Source: an optimization exercise on an open RTL-to-GDS flow (aim: small area). Production flows keep margins and buffers that such runs may drop.
In this exercise RTL edits were held to simulation tests only and were not proved equivalent to the original.
No activity file was given, so power comes from the tool's default toggle rates.

## attitude_estimation
module attitude_estimation(
    input clk,
    input reset,
    output SCLK,
    output MOSI,
    input  MISO_G,
    output SS_G,
    input  MISO_A,
    output SS_A,
    output [15:0] gyro_x,
    output [15:0] gyro_y,
    output [15:0] accl_x,
    output [15:0] accl_y,
    output [15:0] accl_z
    );
    reg [3:0] c; reg [2:0] j; reg a, b1, b2;
    wire gyro = ~a & (b1 | b2);
    wire ovh = j[2];
    wire c15 = &c;
    always @(posedge clk)
        if (reset) begin c <= 4'd12; j <= 3'd4; {a, b1, b2} <= 3'b000; end
        else begin
            c <= (c15 & (j == 3)) ? 4'd12 : c + 4'd1;
            if (c15) begin
                case (j)
                  0: j <= gyro ? 3'd2 : 3'd1;
                  1: j <= 3'd2;
                  2: j <= 3'd3;
                  3: j <= 3'd4;
                  default: j <= 3'd0;
                endcase
                if (ovh) case ({a, b1, b2})
                  3'b010: {a, b1, b2} <= 3'b001;
                  3'b001: {a, b1, b2} <= 3'b110;
                  3'b110: {a, b1, b2} <= 3'b101;
                  3'b101: {a, b1, b2} <= 3'b111;
                  default: {a, b1, b2} <= 3'b010;
                endcase
            end
        end
    wire act = ~ovh | (c == 12);
    assign SS_G = ~(gyro & act);
    assign SS_A = ~(a & act);
    assign SCLK = c[0] & ~ovh;
    wire [2:0] bi = c[3:1];
    assign MOSI = (j == 0) & ((bi == 6 & b1) | (bi == 5 & b2) | (bi == 3 & a));
    wire sample = ~ovh & j[1] & ~c[0];
    wire wb = (c == 14) & ovh;
    wire upd = wb & a & b1 & b2;
    wire acc = a;
    reg [16:0] rw;
    always @(posedge clk)
        rw <= {rw[15:0], sample ? (a ? MISO_A : MISO_G) : rw[16]};
    wire [15:0] x = {rw[0], rw[15], rw[13], rw[11], rw[9], rw[7], rw[5], rw[3],
                     rw[16], rw[14], rw[12], rw[10], rw[8], rw[6], rw[4], rw[2]};
    wire [15:0] r;
  ...
Size: ~170 flip-flops, roughly 88 I/O pins, roughly 0.0067 mm² of cells after synthesis.
export LEC_CHECK = 0
export CAP_MARGIN = 20
export CORE_MARGIN = 2
export CORE_UTILIZATION = 70
export CTS_BUF_LIST = sky130_fd_sc_hd__clkbuf_8
export PLACE_DENSITY = 0.8
export SLEW_MARGIN = 20
create_clock -name core_clock -period 16.0 [get_ports {clk}]
standard.sh (not shown) runs the stock make flow with config.mk's settings and CLKGATE_MAP_FILE= SYNTH_SCRIPT=/design/flow/synth_recipe.tcl, a recipe that flattens the netlist after the stock synthesis.
==> flow/flow/run.sh <==
#!/bin/bash
# Standard layout, except: port buffers use the smallest buffer cell, and
# clock tree synthesis inserts no dummy loads.
set -euo pipefail
export BUFFER_PORTS_ARGS="-buffer_cell sky130_fd_sc_hd__buf_1"
export CTS_ARGS="-sink_clustering_enable -repair_clock_nets -dont_use_dummy_load -buf_list \"sky130_fd_sc_hd__clkbuf_4 sky130_fd_sc_hd__clkbuf_8\""
bash standard.sh finish > standard_finish.log 2>&1
The first run passed the timing, DRC and antenna checks.
==> next run, changes <==
--- a/flow/flow/run.sh
+++ b/flow/flow/run.sh
@@ -6 +6 @@
-export CTS_ARGS="-sink_clustering_enable -repair_clock_nets -dont_use_dummy_load -buf_list \"sky130_fd_sc_hd__clkbuf_4 sky130_fd_sc_hd__clkbuf_8\""
+export CTS_ARGS="-sink_clustering_enable -repair_clock_nets -dont_use_dummy_load -buf_list sky130_fd_sc_hd__clkbuf_8 -sink_clustering_size 30 -sink_clustering_max_diameter 80 -sink_clustering_levels 1"
The new run ran to the end with no violations; combinational power is about the same; die area stays the same; area after synthesis is unchanged; design area is unchanged.
==> next run, changes <==
--- a/flow/flow/run.sh
+++ b/flow/flow/run.sh
@@ -6 +6 @@
-export CTS_ARGS="-sink_clustering_enable -repair_clock_nets -dont_use_dummy_load -buf_list sky130_fd_sc_hd__clkbuf_8 -sink_clustering_size 30 -sink_clustering_max_diameter 80 -sink_clustering_levels 1"
+export CTS_ARGS="-repair_clock_nets -dont_use_dummy_load -buf_list sky130_fd_sc_hd__clkbuf_8"
Total power does not change; sequential power is about the same; cell area stays the same; via count does not change; worst setup slack does not change; maximum frequency is unchanged; critical path depth is unchanged; clock-buffer cell count does not change.
==> next run, changes <==
--- a/flow/flow/run.sh
+++ b/flow/flow/run.sh
@@ -6 +6 @@
-export CTS_ARGS="-repair_clock_nets -dont_use_dummy_load -buf_list sky130_fd_sc_hd__clkbuf_8"
+export CTS_ARGS="-sink_clustering_enable -repair_clock_nets -dont_use_dummy_load -buf_list sky130_fd_sc_hd__clkbuf_8 -sink_buffer_max_cap_derate 1.0"
=>
- The changed run passed the timing, DRC and antenna checks
- total power is unchanged
- via count is unchanged
- cell count is unchanged
- count of clock-buffer cells in the layout stays the same
- wire length is unchanged
- maximum frequency does not change
- sequential share of layout area stays the same
- area after synthesis does not change
- non-clock buffer count does not change

afterwards: timing with drivers on the ports:
In the flow no input, the clock included, has a driving cell. The finished layouts below were timed again as built, in two steps.
Step 1 sets driving cells, clkbuf_16 on the clock port and buf_2 on the other inputs (assumed; they add their load-dependent delay and slew).
Step 2 moves the port delays by t, midway between the first and last clock arrival at a register: inputs arrive t later, outputs are due t later. That takes back most of the time a late clock gives input paths.
Slacks: no drivers / after step 1 / after step 2; pairs: no drivers / after step 1.
run | t, ns | setup slack, ns | worst slew at a driven data input, ns | cell pins on the clock port's net
the first run | 0.462 | 3.590 / 3.590 / 3.590 | 0.03 | 1
the second run | 0.462 | 3.590 / 3.590 / 3.590 | 0.03 | 1
the third run | 0.462 | 3.590 / 3.590 / 3.590 | 0.03 | 1
the fourth run | 0.462 | 3.590 / 3.590 / 3.590 | 0.03 | 1
After both steps setup and hold are still met in every run listed.
